This design comes from an exercise in tuning for small area on the open sky130 flow, not from production work. The RTL was checked by simulation tests, not by an equivalence proof against the original design. The flow treats the clock pin as an ideal source. Dropping or thinning the clock tree relies on that and would not hold on a real chip. Power figures rest on the tool's default switching activity, not on a simulated workload.

// color_wheel_pwm
module color_wheel_pwm (
    input               clk,
    input               reset,           
    input               rgb_red,
    input               rgb_green,
    input               rgb_blue,
    output [19:0]       red_high,
    output [19:0]       red_low,
    output [19:0]       green_high,
    output [19:0]       green_low,
    output [19:0]       blue_high,
    output [19:0]       blue_low
);
n4fpga_PWM_detection #(.WIDTH(20)) Red
           (
               .clock_3(clk),
               .Reset(reset),
               .RGBval(rgb_red),
               .high_counter(red_high),
               .low_counter(red_low)
           );
n4fpga_PWM_detection #(.WIDTH(20)) Green
           (
               .clock_3(clk),
               .Reset(reset),
               .RGBval(rgb_green),
               .high_counter(green_high),
               .low_counter(green_low)
           );
n4fpga_PWM_detection #(.WIDTH(20)) Blue
           (
               .clock_3(clk),
               .Reset(reset),
               .RGBval(rgb_blue),
               .high_counter(blue_high),
               .low_counter(blue_low)
           );
endmodule
Size in the first run: roughly 650 cells after synthesis.
==> module n4fpga_PWM_detection, before the edit <==
module  n4fpga_PWM_detection #(
	parameter				WIDTH = 20              
	) (
	input 					clock_3,
	input 					RGBval,                  
	input                   Reset,                   
	output reg	[WIDTH-1:0]	high_counter,            
	output reg	[WIDTH-1:0]	low_counter              
	);
	reg			[WIDTH-1:0]	run;                     
	reg			[WIDTH-1:0]	frz;                     
	reg 					lastval;                 
	localparam NG = 2;
	localparam GS = (WIDTH + NG - 1) / NG;           
	wire rise, fall;                                 
	wire lastval_d;
	wire [NG-1:0] ld_h, hd_h, ld_l, hd_l, ld_f, keep_c, keep_f;
	cw_nor2b u_rise (.a(lastval), .bn(RGBval),  .y(rise));    
	cw_nor2b u_fall (.a(RGBval),  .bn(lastval), .y(fall));    
	cw_nor2b u_last (.a(Reset), .bn(RGBval), .y(lastval_d));
	genvar g;
	generate
		for (g = 0; g < NG; g = g + 1) begin : g_ctl
			cw_nor2b u_ldh  (.a(Reset), .bn(rise), .y(ld_h[g]));    
			cw_nor2  u_hdh  (.a(Reset), .b(rise),  .y(hd_h[g]));    
			cw_nor2b u_ldl  (.a(Reset), .bn(fall), .y(ld_l[g]));    
			cw_nor2  u_hdl  (.a(Reset), .b(fall),  .y(hd_l[g]));    
			cw_or2   u_ldf  (.a(ld_h[g]), .b(ld_l[g]), .y(ld_f[g]));  
			cw_nor3  u_kc   (.a(Reset), .b(rise), .c(fall), .y(keep_c[g]));  
			cw_nor3  u_kf   (.a(Reset), .b(rise), .c(fall), .y(keep_f[g]));  
		end
	endgenerate
	wire [WIDTH-1:0] run_d, frz_d, high_d, low_d;
	wire [WIDTH-1:0] carry;                          
	wire [WIDTH-1:0] cnt_x;
	assign carry[1] = run[0];
	cw_nor2b u_b0 (.a(run[0]), .bn(keep_c[0]), .y(run_d[0]));
	genvar i;
	generate
		for (i = 1; i < WIDTH; i = i + 1) begin : g_cnt
			cw_oai21 u_x (.a(run[i]), .b(carry[i]), .c(keep_c[i/GS]), .y(cnt_x[i]));
			cw_aoi21 u_y (.a(run[i]), .b(carry[i]), .c(cnt_x[i]), .y(run_d[i]));
			if (i < WIDTH - 1) begin : g_c
				cw_and2 u_c (.a(carry[i]), .b(run[i]), .y(carry[i+1]));
			end
		end
		for (i = 0; i < WIDTH; i = i + 1) begin : g_hold
			cw_ao22 u_f (.a(ld_f[i/GS]), .b(run[i]), .c(keep_f[i/GS]), .d(frz[i]),          .y(frz_d[i]));
			cw_ao22 u_h (.a(ld_h[i/GS]), .b(frz[i]), .c(hd_h[i/GS]), .d(high_counter[i]), .y(high_d[i]));
			cw_ao22 u_l (.a(ld_l[i/GS]), .b(frz[i]), .c(hd_l[i/GS]), .d(low_counter[i]),  .y(low_d[i]));
		end
	endgenerate
	always @(posedge clock_3) begin
		lastval      <= lastval_d;
		run          <= run_d;
		frz          <= frz_d;
		high_counter <= high_d;
		low_counter  <= low_d;
	end
endmodule
clock: 6.0 ns
lec_check: 0
abc_area: 1
abc_clock_period_in_ps: 6000
cap_margin: 5
core_margin: 2
core_utilization: 70
cts_buf_list: sky130_fd_sc_hd__clkbuf_8 sky130_fd_sc_hd__clkbuf_16
cts_cluster_diameter: 100
cts_cluster_size: 30
gpl_timing_driven: 0
slew_margin: 5
synth_hierarchical: 1
standard.sh (not shown) runs the stock make flow with config.mk's settings and CLKGATE_MAP_FILE= SYNTH_SCRIPT=/design/flow/synth_recipe.tcl, a recipe that flattens the netlist after the stock synthesis.
==> flow/flow/run.sh <==
#!/bin/bash
# Layout flow: the standard ORFS flow (standard.sh) with three changes.
#  1. Synthesis maps logic with an area-oriented ABC script (amap) instead of
#     ORFS's delay-oriented one; everything else in synthesis is unchanged
#     (same registers, same names).
#  2. Port buffers use the smallest buffer cell (buf_1).
#  3. CTS uses no dummy loads and larger sink clusters.
# Each make run's full output goes to a log file in the work folder; ORFS
# also keeps its per-step logs under orfs/logs.
set -euo pipefail
W=$PWD

rm -rf "$W/scripts_area"
cp -r "$FLOW_HOME/scripts" "$W/scripts_area"
cp "$W/flow/abc_area.script" "$W/scripts_area/abc_area.script"

bash "$W/standard.sh" SCRIPTS_DIR="$W/scripts_area" synth > "$W/flow_synth.log" 2>&1

bash "$W/standard.sh" \
  BUFFER_PORTS_ARGS="-buffer_cell sky130_fd_sc_hd__buf_1" \
  CTS_ARGS="$(cat "$W/flow/cts_args.txt")" \
  finish > "$W/flow_layout.log" 2>&1
==> flow/flow/abc_area.script <==
strash
dch
amap
topo
==> flow/flow/cts_args.txt <==
-sink_clustering_enable -repair_clock_nets -dont_use_dummy_load -buf_list {sky130_fd_sc_hd__clkbuf_8} -sink_clustering_size 18 -sink_clustering_max_diameter 80
Edit:
--- a/flow/design.v
+++ b/flow/design.v
@@ -12,33 +12,24 @@
 	reg			[WIDTH-1:0]	frz;                     
 	reg 					lastval;                 
-	localparam NG = 2;
-	localparam GS = (WIDTH + NG - 1) / NG;           
 	wire rise, fall;                                 
-	wire lastval_d;
-	wire [NG-1:0] ld_h, hd_h, ld_l, hd_l, ld_f, keep_c, keep_f;
+	wire ld_h, hd_h, ld_l, hd_l, ld_f, keep, lastval_d;
 	cw_nor2b u_rise (.a(lastval), .bn(RGBval),  .y(rise));    
 	cw_nor2b u_fall (.a(RGBval),  .bn(lastval), .y(fall));    
+	cw_nor2b u_ldh  (.a(Reset), .bn(rise), .y(ld_h));         
+	cw_nor2  u_hdh  (.a(Reset), .b(rise),  .y(hd_h));         
+	cw_nor2b u_ldl  (.a(Reset), .bn(fall), .y(ld_l));         
+	cw_nor2  u_hdl  (.a(Reset), .b(fall),  .y(hd_l));         
+	cw_or2   u_ldf  (.a(ld_h), .b(ld_l), .y(ld_f));           
+	cw_nor3  u_keep (.a(Reset), .b(rise), .c(fall), .y(keep));  
 	cw_nor2b u_last (.a(Reset), .bn(RGBval), .y(lastval_d));
-	genvar g;
-	generate
-		for (g = 0; g < NG; g = g + 1) begin : g_ctl
-			cw_nor2b u_ldh  (.a(Reset), .bn(rise), .y(ld_h[g]));    
-			cw_nor2  u_hdh  (.a(Reset), .b(rise),  .y(hd_h[g]));    
-			cw_nor2b u_ldl  (.a(Reset), .bn(fall), .y(ld_l[g]));    
-			cw_nor2  u_hdl  (.a(Reset), .b(fall),  .y(hd_l[g]));    
-			cw_or2   u_ldf  (.a(ld_h[g]), .b(ld_l[g]), .y(ld_f[g]));  
-			cw_nor3  u_kc   (.a(Reset), .b(rise), .c(fall), .y(keep_c[g]));  
-			cw_nor3  u_kf   (.a(Reset), .b(rise), .c(fall), .y(keep_f[g]));  
-		end
-	endgenerate
 	wire [WIDTH-1:0] run_d, frz_d, high_d, low_d;
 	wire [WIDTH-1:0] carry;                          
 	wire [WIDTH-1:0] cnt_x;
 	assign carry[1] = run[0];
-	cw_nor2b u_b0 (.a(run[0]), .bn(keep_c[0]), .y(run_d[0]));
+	cw_nor2b u_b0 (.a(run[0]), .bn(keep), .y(run_d[0]));
 	genvar i;
 	generate
 		for (i = 1; i < WIDTH; i = i + 1) begin : g_cnt
-			cw_oai21 u_x (.a(run[i]), .b(carry[i]), .c(keep_c[i/GS]), .y(cnt_x[i]));
+			cw_oai21 u_x (.a(run[i]), .b(carry[i]), .c(keep), .y(cnt_x[i]));
 			cw_aoi21 u_y (.a(run[i]), .b(carry[i]), .c(cnt_x[i]), .y(run_d[i]));
 			if (i < WIDTH - 1) begin : g_c
@@ -47,7 +38,7 @@
 		end
 		for (i = 0; i < WIDTH; i = i + 1) begin : g_hold
-			cw_ao22 u_f (.a(ld_f[i/GS]), .b(run[i]), .c(keep_f[i/GS]), .d(frz[i]),          .y(frz_d[i]));
-			cw_ao22 u_h (.a(ld_h[i/GS]), .b(frz[i]), .c(hd_h[i/GS]), .d(high_counter[i]), .y(high_d[i]));
-			cw_ao22 u_l (.a(ld_l[i/GS]), .b(frz[i]), .c(hd_l[i/GS]), .d(low_counter[i]),  .y(low_d[i]));
+			cw_ao22 u_f (.a(ld_f), .b(run[i]), .c(keep), .d(frz[i]),          .y(frz_d[i]));
+			cw_ao22 u_h (.a(ld_h), .b(frz[i]), .c(hd_h), .d(high_counter[i]), .y(high_d[i]));
+			cw_ao22 u_l (.a(ld_l), .b(frz[i]), .c(hd_l), .d(low_counter[i]),  .y(low_d[i]));
 		end
 	endgenerate
After rerunning: Clock power came out higher by about 2%; clock-buffer cell count does not change; wire length came out higher by 0.37%; global-route usage came out higher by 0.40 points; combinational power came out higher by 8.0%; clock skew is about the same.


Setup of harbor:
The RTL this note starts from:
==> flow/design.v <==
`timescale 1ns / 1ps
module  n4fpga_PWM_detection #(
	parameter				WIDTH = 20              
	) (
	input 					clock_3,
	input 					RGBval,                  
	input                   Reset,                   
	output reg	[WIDTH-1:0]	high_counter,            
	output reg	[WIDTH-1:0]	low_counter              
	);
	reg			[WIDTH-1:0]	run;                     
	reg			[WIDTH-1:0]	frz;                     
	reg 					lastval;                 
	localparam NG = 2;
	localparam GS = (WIDTH + NG - 1) / NG;           
	wire rise, fall;                                 
	wire lastval_d;
	wire [NG-1:0] ld_h, hd_h, ld_l, hd_l, ld_f, keep_c, keep_f;
	cw_nor2b u_rise (.a(lastval), .bn(RGBval),  .y(rise));    
	cw_nor2b u_fall (.a(RGBval),  .bn(lastval), .y(fall));    
	cw_nor2b u_last (.a(Reset), .bn(RGBval), .y(lastval_d));
	genvar g;
	generate
		for (g = 0; g < NG; g = g + 1) begin : g_ctl
			cw_nor2b u_ldh  (.a(Reset), .bn(rise), .y(ld_h[g]));    
			cw_nor2  u_hdh  (.a(Reset), .b(rise),  .y(hd_h[g]));    
			cw_nor2b u_ldl  (.a(Reset), .bn(fall), .y(ld_l[g]));    
			cw_nor2  u_hdl  (.a(Reset), .b(fall),  .y(hd_l[g]));    
			cw_or2   u_ldf  (.a(ld_h[g]), .b(ld_l[g]), .y(ld_f[g]));  
			cw_nor3  u_kc   (.a(Reset), .b(rise), .c(fall), .y(keep_c[g]));  
			cw_nor3  u_kf   (.a(Reset), .b(rise), .c(fall), .y(keep_f[g]));  
		end
	endgenerate
	wire [WIDTH-1:0] run_d, frz_d, high_d, low_d;
	wire [WIDTH-1:0] carry;                          
	wire [WIDTH-1:0] cnt_x;
	assign carry[1] = run[0];
	cw_nor2b u_b0 (.a(run[0]), .bn(keep_c[0]), .y(run_d[0]));
	genvar i;
	generate
		for (i = 1; i < WIDTH; i = i + 1) begin : g_cnt
			cw_oai21 u_x (.a(run[i]), .b(carry[i]), .c(keep_c[i/GS]), .y(cnt_x[i]));
			cw_aoi21 u_y (.a(run[i]), .b(carry[i]), .c(cnt_x[i]), .y(run_d[i]));
			if (i < WIDTH - 1) begin : g_c
				cw_and2 u_c (.a(carry[i]), .b(run[i]), .y(carry[i+1]));
			end
		end
		for (i = 0; i < WIDTH; i = i + 1) begin : g_hold
			cw_ao22 u_f (.a(ld_f[i/GS]), .b(run[i]), .c(keep_f[i/GS]), .d(frz[i]),          .y(frz_d[i]));
			cw_ao22 u_h (.a(ld_h[i/GS]), .b(frz[i]), .c(hd_h[i/GS]), .d(high_counter[i]), .y(high_d[i]));
			cw_ao22 u_l (.a(ld_l[i/GS]), .b(frz[i]), .c(hd_l[i/GS]), .d(low_counter[i]),  .y(low_d[i]));
		end
	endgenerate
	always @(posedge clock_3) begin
		lastval      <= lastval_d;
		run          <= run_d;
		frz          <= frz_d;
		high_counter <= high_d;
		low_counter  <= low_d;
	end
endmodule
module cw_nor2 (input a, input b, output y);
	assign y = ~(a | b);
endmodule
module cw_nor2b (input a, input bn, output y);
	assign y = ~a & bn;
endmodule
module cw_nor3 (input a, input b, input c, output y);
	assign y = ~(a | b | c);
endmodule
module cw_or2 (input a, input b, output y);
	assign y = a | b;
endmodule
module cw_and2 (input a, input b, output y);
	assign y = a & b;
endmodule
module cw_oai21 (input a, input b, input c, output y);
	assign y = ~((a | b) & c);
endmodule
module cw_aoi21 (input a, input b, input c, output y);
	assign y = ~((a & b) | c);
endmodule
module cw_ao22 (input a, input b, input c, input d, output y);
	assign y = (a & b) | (c & d);
endmodule
`timescale 1ns / 1ps
module color_wheel_pwm (
    input               clk,
    input               reset,           
    input               rgb_red,
    input               rgb_green,
    input               rgb_blue,
    output [19:0]       red_high,
    output [19:0]       red_low,
    output [19:0]       green_high,
    output [19:0]       green_low,
    output [19:0]       blue_high,
    output [19:0]       blue_low
);
n4fpga_PWM_detection #(.WIDTH(20)) Red
           (
               .clock_3(clk),
               .Reset(reset),
               .RGBval(rgb_red),
               .high_counter(red_high),
               .low_counter(red_low)
           );
n4fpga_PWM_detection #(.WIDTH(20)) Green
           (
               .clock_3(clk),
               .Reset(reset),
               .RGBval(rgb_green),
               .high_counter(green_high),
               .low_counter(green_low)
           );
n4fpga_PWM_detection #(.WIDTH(20)) Blue
           (
               .clock_3(clk),
               .Reset(reset),
               .RGBval(rgb_blue),
               .high_counter(blue_high),
               .low_counter(blue_low)
           );
endmodule
Settings: LEC_CHECK=0, ABC_AREA=1, ABC_CLOCK_PERIOD_IN_PS=6000, CAP_MARGIN=5, CORE_MARGIN=2, CORE_UTILIZATION=40, CTS_BUF_LIST=sky130_fd_sc_hd__clkbuf_8 sky130_fd_sc_hd__clkbuf_16, CTS_CLUSTER_DIAMETER=100, CTS_CLUSTER_SIZE=30, GPL_TIMING_DRIVEN=0, SLEW_MARGIN=5, SYNTH_HIERARCHICAL=1; clock period 6.0 ns.
==> flow/flow/run.sh <==
#!/bin/bash
# Layout flow: the standard ORFS flow (standard.sh) with three changes.
#  1. Synthesis maps logic with an area-oriented ABC script (amap) instead of
#     ORFS's delay-oriented one; everything else in synthesis is unchanged
#     (same registers, same names).
#  2. Port buffers use the smallest buffer cell (buf_1).
#  3. CTS uses no dummy loads and larger sink clusters, and after CTS the
#     branch buffers between the root and the leaf buffers are removed
#     (flow/post_cts.tcl).
# Each make run's full output goes to a log file in the work folder; ORFS
# also keeps its per-step logs under orfs/logs.
set -euo pipefail
W=$PWD

rm -rf "$W/scripts_area"
cp -r "$FLOW_HOME/scripts" "$W/scripts_area"
cp "$W/flow/abc_area.script" "$W/scripts_area/abc_area.script"

bash "$W/standard.sh" SCRIPTS_DIR="$W/scripts_area" synth > "$W/flow_synth.log" 2>&1

bash "$W/standard.sh" \
  BUFFER_PORTS_ARGS="-buffer_cell sky130_fd_sc_hd__buf_1" \
  CTS_ARGS="$(cat "$W/flow/cts_args.txt")" \
  POST_CTS_TCL="$W/flow/post_cts.tcl" \
  finish > "$W/flow_layout.log" 2>&1
Scripts as last shown in full above: flow/flow/abc_area.script, flow/flow/cts_args.txt
Other scripts of this flow, unchanged in this note and not shown: flow/flow/post_cts.tcl
--- input diff harbor..umber ---
--- a/flow/design.v
+++ b/flow/design.v
@@ -23,14 +23,14 @@
 	generate
 		for (g = 0; g < NG; g = g + 1) begin : g_ctl
 			cw_nor2b u_ldh  (.a(Reset), .bn(rise), .y(ld_h[g]));    
 			cw_nor2  u_hdh  (.a(Reset), .b(rise),  .y(hd_h[g]));    
 			cw_nor2b u_ldl  (.a(Reset), .bn(fall), .y(ld_l[g]));    
 			cw_nor2  u_hdl  (.a(Reset), .b(fall),  .y(hd_l[g]));    
-			cw_or2   u_ldf  (.a(ld_h[g]), .b(ld_l[g]), .y(ld_f[g]));  
 			cw_nor3  u_kc   (.a(Reset), .b(rise), .c(fall), .y(keep_c[g]));  
+			cw_nor2  u_ldf  (.a(Reset), .b(keep_c[g]), .y(ld_f[g]));  
 			cw_nor3  u_kf   (.a(Reset), .b(rise), .c(fall), .y(keep_f[g]));  
 		end
 	endgenerate
 	wire [WIDTH-1:0] run_d, frz_d, high_d, low_d;
 	wire [WIDTH-1:0] carry;                          
 	wire [WIDTH-1:0] cnt_x;
@@ -64,15 +64,12 @@
 endmodule
 module cw_nor2b (input a, input bn, output y);
 	assign y = ~a & bn;
 endmodule
 module cw_nor3 (input a, input b, input c, output y);
 	assign y = ~(a | b | c);
-endmodule
-module cw_or2 (input a, input b, output y);
-	assign y = a | b;
 endmodule
 module cw_and2 (input a, input b, output y);
 	assign y = a & b;
 endmodule
 module cw_oai21 (input a, input b, input c, output y);
 	assign y = ~((a | b) & c);
==> comparison <==
Detailed-router iteration count before antenna repair: harbor vs umber — no meaningful difference. Against harbor, umber reports a global-route usage that is lower. Post-layout minimum cycle time for umber is higher than for harbor. umber supports a lower top clock frequency than harbor. Measured against each other, umber and harbor differ in final worst slack, the higher figure coming from harbor. Re simple logic cell fraction of the synthesized area: harbor was higher than umber. Higher routed wire length among umber and harbor: umber. Between harbor and umber, worst setup skew after layout decreased. harbor and umber ended up with roughly the same power after layout.

## static timing again, ports no longer ideal
How much do the figures lean on ideal ports? The routed layouts below were timed once more, with nothing changed but the port constraints.
Step 1, drivers: a clkbuf_16 drives clk and a buf_2 each remaining input, both assumed.
Step 2 also shifts input and output timing later by t, the mid clock arrival at the registers, as if the neighbouring blocks saw the same clock.
a / b / c = no drivers / after step 1 / after step 2; a / b = the first two.
run	t, ns	setup WS [ns]	worst hold slack (ns)	worst setup path at the end
the first run of note 1	0.504	1.753 / 1.753 / 1.753	0.470 / 0.470 / 0.470	register to register
the second run of note 1	0.508	1.783 / 1.783 / 1.783	0.455 / 0.455 / 0.455	register to register
harbor	0.497	1.878 / 1.878 / 1.878	0.473 / 0.473 / 0.473	register to register
umber	0.497	1.848 / 1.848 / 1.848	0.460 / 0.460 / 0.460	register to register
After both steps every run listed still meets setup and hold.
